Background: an optimization exercise with open tools, aiming at small area. Do not read the settings as production practice. Function was checked by simulation only, so behaviour that the tests miss may differ from the original. Power and IR drop assume default switching activity.

## JK
## TopLevel
module TopLevel (
    input  logic        clk, rst, interrupt,
    output logic [31:0] imem_addr,
    input  logic [31:0] imem_rdata,
    output logic [31:0] dmem_addr,
    output logic [31:0] dmem_wdata,
    output logic [3:0]  dmem_wmask,
    output logic        dmem_we,
    input  logic [31:0] dmem_rdata);
  localparam logic [2:0] INIT = 3'd0, S0 = 3'd1, S1 = 3'd2, S2 = 3'd3,
                         T0 = 3'd4, T1 = 3'd5, T2 = 3'd6;
  logic [2:0]  ph;         
  logic [2:0]  st;
  logic [29:0] pc;
  logic [31:0] a;          
  logic [31:0] t;          
  logic        mie_q, mpie_q, mtie_q;
  logic        carry_q, z_q, aux_q;
  logic [3:0]  prev_q;
  wire s0   = st == S0;
  wire s1   = st == S1;
  wire s2   = st == S2;
  wire t0   = st == T0;
  wire t1   = st == T1;
  wire t2   = st == T2;
  wire init = st == INIT;
  wire trap = t0 | t1 | t2;
  wire ph0  = ph == 3'd0;
  wire ph7  = ph == 3'd7;
  wire [31:0] ir  = imem_rdata;
  wire [4:0]  opc = ir[6:2];
  wire [2:0]  f3  = ir[14:12];
  wire [4:0]  rd  = ir[11:7];
  ...
==> flow/config.mk <==
export PLATFORM = sky130hd
export DESIGN_NAME = TopLevel
export DESIGN_NICKNAME = TopLevel
export VERILOG_FILES = /design/flow/design.v
export SDC_FILE = /design/flow/constraint.sdc
export NUM_CORES = 8
export LEC_CHECK = 0
export CAP_MARGIN = 20
export CORE_MARGIN = 2
export CORE_UTILIZATION = 60
export CTS_BUF_LIST = sky130_fd_sc_hd__clkbuf_4
export CTS_CLUSTER_DIAMETER = 40
export CTS_CLUSTER_SIZE = 8
export SLEW_MARGIN = 20
==> flow/constraint.sdc <==
create_clock -name core_clock -period 20.0 [get_ports {clk}]
set_input_delay 4.0000 -clock core_clock [delete_from_list [all_inputs] [get_ports {clk}]]
set_output_delay 4.0000 -clock core_clock [all_outputs]
set_load 0.01 [all_outputs]
standard.sh (not shown) runs the stock make flow with config.mk's settings and CLKGATE_MAP_FILE= SYNTH_SCRIPT=/design/flow/synth_recipe.tcl, a recipe that flattens the netlist after the stock synthesis.
==> flow/flow/run.sh <==
#!/bin/bash
# The standard layout, with two changes:
#  - after the standard synthesis, its combinational logic is mapped again by
#    ABC for area; flip-flops keep their instances, names and cell types;
#  - every port gets the smallest buffer.
# Each tool's output goes to a log file of its own in this folder.
set -euo pipefail
RES="$PWD/orfs/results/$FLOW_PLATFORM/TopLevel/base"
BP="BUFFER_PORTS_ARGS=-buffer_cell sky130_fd_sc_hd__buf_1"
YOSYS="${FLOW_HOME}/../tools/install/yosys/bin/yosys"
command -v yosys >/dev/null 2>&1 && YOSYS="$(command -v yosys)"
LIB="${FLOW_HOME}/platforms/${FLOW_PLATFORM}/lib/sky130_fd_sc_hd__tt_025C_1v80.lib"

# standard synthesis
bash standard.sh "$BP" "$RES/1_2_yosys.v" > standard_synth.log 2>&1
cp "$RES/1_2_yosys.v" "$RES/1_2_yosys_std.v"

# area remap of the combinational cells
DU=""
for c in $(cat flow/dont_use.txt); do DU="$DU -dont_use $c"; done
cat > remap.ys <<EOT
read_liberty -ignore_miss_func $LIB
delete sky130_fd_sc_hd__*df* sky130_fd_sc_hd__*dl* sky130_fd_sc_hd__conb_*
write_verilog -noattr remap_models.v
design -reset
read_liberty -lib $LIB
read_verilog -sv $RES/1_2_yosys_std.v
hierarchy -top $FLOW_TOP
techmap -map remap_models.v
techmap
rename -hide w:*.*
opt -fast -purge
abc -liberty $LIB $DU -script $PWD/flow/area.abc
opt_clean -purge
hilomap -singleton -hicell sky130_fd_sc_hd__conb_1 HI -locell sky130_fd_sc_hd__conb_1 LO
rename -hide w:*.*
splitnets
opt_clean -purge
insbuf -buf sky130_fd_sc_hd__buf_4 A X
check -assert
stat -liberty $LIB
write_verilog -noattr -nohex -nodec $RES/1_2_yosys.v
EOT
"$YOSYS" -s remap.ys > remap.log 2>&1

# the rest of the standard flow
CTS="CTS_ARGS=-sink_clustering_enable -repair_clock_nets -sink_clustering_size 24 -sink_clustering_max_diameter 50 -buf_list {sky130_fd_sc_hd__clkbuf_4 sky130_fd_sc_hd__clkbuf_8 sky130_fd_sc_hd__clkbuf_16} -dont_use_dummy_load"
bash standard.sh "$BP" "$CTS" finish > standard.log 2>&1
==> flow/flow/area.abc <==
strash
dc2
dch -f
amap
strash
dc2
dch -f
amap
topo
Other scripts of this flow, unchanged in this note and not shown: flow/flow/dont_use.txt
Edits applied to the flow inputs when going from JK to MS:
diff --git a/flow/flow/run.sh b/flow/flow/run.sh
--- a/flow/flow/run.sh
+++ b/flow/flow/run.sh
@@ -45,4 +45,4 @@
 
 # the rest of the standard flow
-CTS="CTS_ARGS=-sink_clustering_enable -repair_clock_nets -sink_clustering_size 24 -sink_clustering_max_diameter 50 -buf_list {sky130_fd_sc_hd__clkbuf_4 sky130_fd_sc_hd__clkbuf_8 sky130_fd_sc_hd__clkbuf_16} -dont_use_dummy_load"
+CTS="CTS_ARGS=-sink_clustering_enable -repair_clock_nets -sink_clustering_size 32 -sink_clustering_max_diameter 50 -buf_list sky130_fd_sc_hd__clkbuf_16 -root_buf sky130_fd_sc_hd__clkbuf_4 -dont_use_dummy_load"
 bash standard.sh "$BP" "$CTS" finish > standard.log 2>&1
==> flow/flow/area.abc <==
strash
dch -f
map -a
topo
--- outcome ---
- Diff JK -> MS: power drawn by the combinational cells up about 8%, length of the first detailed-routing pass in iterations shows a reduction of 2.
- In the final design statistics, MS uses more standard cells in total than JK.
- Looking at the reports, MS completed the entire flow and the layout it produced met the timing, DRC and antenna checks.
- [compare] base=JK new=MS: fraction of power spent switching nets moved up, routed wire length per instance moved down.
- The minimum clock period after layout in MS sits 1240 ps below the value recorded for JK.
- Fmax for MS: 7.1% up relative to JK
Edits applied to the flow inputs when going from MS to AL:
- CTS_CLUSTER_SIZE: 8 -> unset
- CORE_UTILIZATION: 60 -> 70
- PLACE_DENSITY: unset -> 0.8
- CTS_CLUSTER_DIAMETER: 40 -> unset
- CTS_BUF_LIST: sky130_fd_sc_hd__clkbuf_4 -> unset
diff --git a/flow/flow/run.sh b/flow/flow/run.sh
--- a/flow/flow/run.sh
+++ b/flow/flow/run.sh
@@ -45,4 +45,4 @@
 
 # the rest of the standard flow
-CTS="CTS_ARGS=-sink_clustering_enable -repair_clock_nets -sink_clustering_size 32 -sink_clustering_max_diameter 50 -buf_list sky130_fd_sc_hd__clkbuf_16 -root_buf sky130_fd_sc_hd__clkbuf_4 -dont_use_dummy_load"
+CTS="CTS_ARGS=-sink_clustering_enable -repair_clock_nets -sink_clustering_size 30 -sink_clustering_max_diameter 60 -buf_list sky130_fd_sc_hd__clkbuf_16 -dont_use_dummy_load"
 bash standard.sh "$BP" "$CTS" finish > standard.log 2>&1
==> flow/flow/area.abc <==
strash
dc2
dch -f
amap
strash
dc2
dch -f
amap
topo
--- outcome ---
Area enclosed by the die boundary (MS / AL): 1.18
Measured against MS, the area used by multi-input combinational logic of AL comes out at 0.924 times the reference value.
Relative to MS, average cell area after synthesis increased by 0.74 sq um in AL.
| final-layout worst hold slack | AL vs MS | ≈ equal |
A standard cell with the maximum stage delay on the critical path of sky130_fd_sc_hd__nor2_1 is what MS shows, while sky130_fd_sc_hd__nor4_1 belongs to AL.
MS → AL: growth of design area from synthesis to finish went down 0.34 points; number of CTS-inserted buffers saw a decrease; least setup slack across all paths after layout moved down.
Going from MS to AL, first-pass GRT wire length went up about 15%; total wire length went up 14 mm.
AL ended with less total power of the final layout than MS.
Edits applied to the flow inputs when going from AL to TR:
- CTS_CLUSTER_DIAMETER: unset -> 40
- CTS_CLUSTER_SIZE: unset -> 8
- CTS_BUF_LIST: unset -> sky130_fd_sc_hd__clkbuf_4
- CORE_UTILIZATION: 70 -> 60
- PLACE_DENSITY: 0.8 -> unset
diff --git a/flow/flow/run.sh b/flow/flow/run.sh
--- a/flow/flow/run.sh
+++ b/flow/flow/run.sh
@@ -45,4 +45,4 @@
 
 # the rest of the standard flow
-CTS="CTS_ARGS=-sink_clustering_enable -repair_clock_nets -sink_clustering_size 30 -sink_clustering_max_diameter 60 -buf_list sky130_fd_sc_hd__clkbuf_16 -dont_use_dummy_load"
+CTS="CTS_ARGS=-sink_clustering_enable -repair_clock_nets -sink_clustering_size 18 -sink_clustering_max_diameter 40 -buf_list sky130_fd_sc_hd__clkbuf_8 -dont_use_dummy_load"
 bash standard.sh "$BP" "$CTS" finish > standard.log 2>&1
==> flow/flow/area.abc <==
strash
dch -f
map -a
topo
--- outcome ---
Summary of TR over AL: placer congestion estimate -3.3%, detailed-routing wirelength on met1 went up by about 5%, met3 wire length -about 45%, post-route fraction of the period consumed by the critical path has decreased.
Taking AL as the reference, in TR total buffers and inverters traversed by the critical path picked up an extra 9; share of layout cells above drive strength 1 picked up an extra 0.93 points; fmax picked up an extra 0.0048 GHz.
From AL to TR the numbers moved as follows: via-per-instance ratio lost about 14%; total power neither gained nor lost much.
Post-route minimum period on TR is ahead of AL.
Edits applied to the flow inputs when going from TR to PW:
- swapping 8 for 20 in CTS_CLUSTER_SIZE
- swapping sky130_fd_sc_hd__clkbuf_4 for sky130_fd_sc_hd__clkbuf_8 in CTS_BUF_LIST
diff --git a/flow/flow/run.sh b/flow/flow/run.sh
--- a/flow/flow/run.sh
+++ b/flow/flow/run.sh
@@ -45,4 +45,3 @@
 
 # the rest of the standard flow
-CTS="CTS_ARGS=-sink_clustering_enable -repair_clock_nets -sink_clustering_size 18 -sink_clustering_max_diameter 40 -buf_list sky130_fd_sc_hd__clkbuf_8 -dont_use_dummy_load"
-bash standard.sh "$BP" "$CTS" finish > standard.log 2>&1
+bash standard.sh "$BP" finish > standard.log 2>&1
### Flow results
Relative to TR, fmax increased by 0.00045 GHz in PW.
Diff TR -> PW | overall power after layout | increase of about 12%
From TR to PW the numbers moved as follows: number of buffers on the longest clock path shows no meaningful change; synthesized cell count stayed essentially flat; combinational cell fraction of total power shows a reduction of 0.4 points; layout multi-input combinational cell count did not really move.
Compared with TR, PW shows a higher area of all placed cells without fillers.
On final total negative setup slack, PW tracks TR almost exactly.

Another version of the RTL of TopLevel (not shown whole).
Size in the first run: roughly 1200 flip-flops, roughly 0.035 mm2 of cells after synthesis.
Settings: LEC_CHECK=0, CAP_MARGIN=20, CORE_MARGIN=2, CORE_UTILIZATION=40, CTS_BUF_LIST=sky130_fd_sc_hd__clkbuf_4, SLEW_MARGIN=20; clock period 20.0 ns.
run.sh (not shown) runs the stock make flow with config.mk's settings and CLKGATE_MAP_FILE= SYNTH_SCRIPT=/design/flow/synth_recipe.tcl, a recipe that flattens the netlist after the stock synthesis.
Stock flow here: none of the scripts above is used.
The starting point completed with no timing, DRC or antenna violations.
Then changed:
- CTS_BUF_LIST: sky130_fd_sc_hd__clkbuf_4 -> unset
What happened: The new run went through all stages and came out clean. Clock-buffer cell count decreases by 267. Synthesized area stays the same. Worst hold slack improved by 0.055 ns. Sequential power barely changes. Cell area increases slightly. Critical path depth stays the same. Routed wire length decreases slightly. First-iteration DRC count increases by a few percent.
Then changed:
- CTS_BUF_LIST: unset -> sky130_fd_sc_hd__clkbuf_8
- CTS_CLUSTER_DIAMETER: unset -> 50
- CTS_CLUSTER_SIZE: unset -> 16
=> The changed run finished clean; sequential share of layout area is higher by 3.0 points; count of clock-buffer cells in the layout falls by 46; final cell count went down slightly; synthesized cell count is unchanged; wire length came out lower slightly; via count fell slightly.
Then changed:
- CORE_UTILIZATION: 40 -> 60
- CTS_BUF_LIST: sky130_fd_sc_hd__clkbuf_8 -> sky130_fd_sc_hd__clkbuf_4
- CTS_CLUSTER_DIAMETER: 50 -> 40
- CTS_CLUSTER_SIZE: 16 -> 10
After rerunning: The changed run finished clean; register-to-register slack gets better by 0.77 ns; global-route usage grows by 9.5 points; worst setup slack gets worse by 0.10 ns.
Then changed:
- CORE_UTILIZATION: 60 -> 40
- CTS_BUF_LIST: sky130_fd_sc_hd__clkbuf_4 -> sky130_fd_sc_hd__clkbuf_2 sky130_fd_sc_hd__clkbuf_4 sky130_fd_sc_hd__clkbuf_8
- CTS_CLUSTER_DIAMETER: 40 -> unset
- CTS_CLUSTER_SIZE: 10 -> unset
Via count goes up by 1.4%; clock skew goes down by 0.026 ns; die area goes up by 49%; first-iteration DRC count goes down by 22%; utilization goes down by 19 points; non-clock buffer count goes down by 4; cell count goes up by 13%; routed wire length goes up by 6.2%; worst hold slack stays flat.

RTL: one of the versions met above, not the one the previous note started from.
Size in the first run: ~2600 cells after synthesis, ~170 I/O pins, ~32000 um2 of cells after synthesis.
Settings: LEC_CHECK=0, CAP_MARGIN=20, CORE_MARGIN=2, CORE_UTILIZATION=60, CTS_BUF_LIST=sky130_fd_sc_hd__clkbuf_4, CTS_CLUSTER_DIAMETER=40, CTS_CLUSTER_SIZE=8, SLEW_MARGIN=20; clock period 20.0 ns.
standard.sh (not shown) runs the stock make flow with config.mk's settings and CLKGATE_MAP_FILE= SYNTH_SCRIPT=/design/flow/synth_recipe.tcl, a recipe that flattens the netlist after the stock synthesis.
==> flow/flow/run.sh <==
#!/bin/bash
# The standard layout, with two changes:
#  - after the standard synthesis, its combinational logic is mapped again by
#    ABC for area; flip-flops keep their instances, names and cell types;
#  - every port gets the smallest buffer.
# Each tool's output goes to a log file of its own in this folder.
set -euo pipefail
RES="$PWD/orfs/results/$FLOW_PLATFORM/TopLevel/base"
BP="BUFFER_PORTS_ARGS=-buffer_cell sky130_fd_sc_hd__buf_1"
YOSYS="${FLOW_HOME}/../tools/install/yosys/bin/yosys"
command -v yosys >/dev/null 2>&1 && YOSYS="$(command -v yosys)"
LIB="${FLOW_HOME}/platforms/${FLOW_PLATFORM}/lib/sky130_fd_sc_hd__tt_025C_1v80.lib"

# standard synthesis
bash standard.sh "$BP" "$RES/1_2_yosys.v" > standard_synth.log 2>&1
cp "$RES/1_2_yosys.v" "$RES/1_2_yosys_std.v"

# area remap of the combinational cells
DU=""
for c in $(cat flow/dont_use.txt); do DU="$DU -dont_use $c"; done
cat > remap.ys <<EOT
read_liberty -ignore_miss_func $LIB
delete sky130_fd_sc_hd__*df* sky130_fd_sc_hd__*dl* sky130_fd_sc_hd__conb_*
write_verilog -noattr remap_models.v
design -reset
read_liberty -lib $LIB
read_verilog -sv $RES/1_2_yosys_std.v
hierarchy -top $FLOW_TOP
techmap -map remap_models.v
techmap
rename -hide w:*.*
opt -fast -purge
abc -liberty $LIB $DU -script $PWD/flow/area.abc
opt_clean -purge
hilomap -singleton -hicell sky130_fd_sc_hd__conb_1 HI -locell sky130_fd_sc_hd__conb_1 LO
rename -hide w:*.*
splitnets
opt_clean -purge
insbuf -buf sky130_fd_sc_hd__buf_4 A X
check -assert
stat -liberty $LIB
write_verilog -noattr -nohex -nodec $RES/1_2_yosys.v
EOT
"$YOSYS" -s remap.ys > remap.log 2>&1

# the rest of the standard flow
CTS="CTS_ARGS=-sink_clustering_enable -repair_clock_nets -sink_clustering_size 28 -sink_clustering_max_diameter 75 -buf_list sky130_fd_sc_hd__clkbuf_16 -dont_use_dummy_load"
bash standard.sh "$BP" "$CTS" finish > standard.log 2>&1
Other scripts of this flow, unchanged in this note and not shown: flow/flow/area.abc, flow/flow/dont_use.txt
The baseline passed the timing, DRC and antenna checks.
Then changed:
--- a/flow/flow/run.sh
+++ b/flow/flow/run.sh
@@ -46,3 +46,3 @@
 # the rest of the standard flow
-CTS="CTS_ARGS=-sink_clustering_enable -repair_clock_nets -sink_clustering_size 28 -sink_clustering_max_diameter 75 -buf_list sky130_fd_sc_hd__clkbuf_16 -dont_use_dummy_load"
+CTS="CTS_ARGS=-sink_clustering_enable -repair_clock_nets -sink_clustering_size 30 -sink_clustering_max_diameter 60 -buf_list sky130_fd_sc_hd__clkbuf_16 -dont_use_dummy_load"
 bash standard.sh "$BP" "$CTS" finish > standard.log 2>&1
Outcome: The changed run completed without violations. Hold slack got worse by 0.028 ns. Sequential power hardly moves. First-iteration DRC count drops by 4.1%. Via count came out lower by 0.60%. Register-to-register slack barely changes. Critical path depth increases by 2.

## static timing again, ports no longer ideal
In the flow no input, the clock included, has a driving cell. The finished layouts below were timed again as built, in two steps.
Step 1: set_driving_cell puts a clkbuf_16 on clk and a buf_2 on each other input, an assumption about the parent block.
Step 2, shift: input delay + t, output delay - t, t = (earliest + latest rising clock arrival at the registers) / 2. This alone moves slack from input paths to output paths.
Slacks: ideal ports / drivers / drivers and shift; pairs: ideal ports / drivers.
run	t, ns	setup WS [ns]	latest minus earliest clock arrival (ns)	worst data-port slew with drivers (ns)
JK	0.638	1.380 / 1.348 / 0.709	0.108 / 0.109	0.12
MS	0.952	2.620 / 2.579 / 1.628	0.159 / 0.159	0.12
AL	0.662	0.861 / 0.859 / 0.197	0.130 / 0.130	0.10
TR	0.741	2.465 / 2.419 / 1.679	0.119 / 0.119	0.12
PW	0.780	2.603 / 2.561 / 1.781	0.055 / 0.055	0.12
the first run of note 2	1.128	4.497 / 4.464 / 4.464	0.102 / 0.102	0.14
the second run of note 2	0.733	4.520 / 4.488 / 4.488	0.049 / 0.048	0.15
the third run of note 2	0.776	4.509 / 4.475 / 4.475	0.053 / 0.053	0.15
the fourth run of note 2	1.055	4.404 / 4.309 / 4.309	0.072 / 0.071	0.13
the fifth run of note 2	0.891	4.557 / 4.519 / 4.519	0.043 / 0.043	0.15
the first run of note 3	0.652	1.557 / 1.521 / 0.869	0.122 / 0.121	0.10
the second run of note 3	0.651	1.512 / 1.469 / 0.818	0.139 / 0.138	0.11
After both steps setup and hold are still met in every run listed. For MS, which loses most, drivers alone change the setup slack by -0.041 ns; drivers and shift together by -0.992 ns.
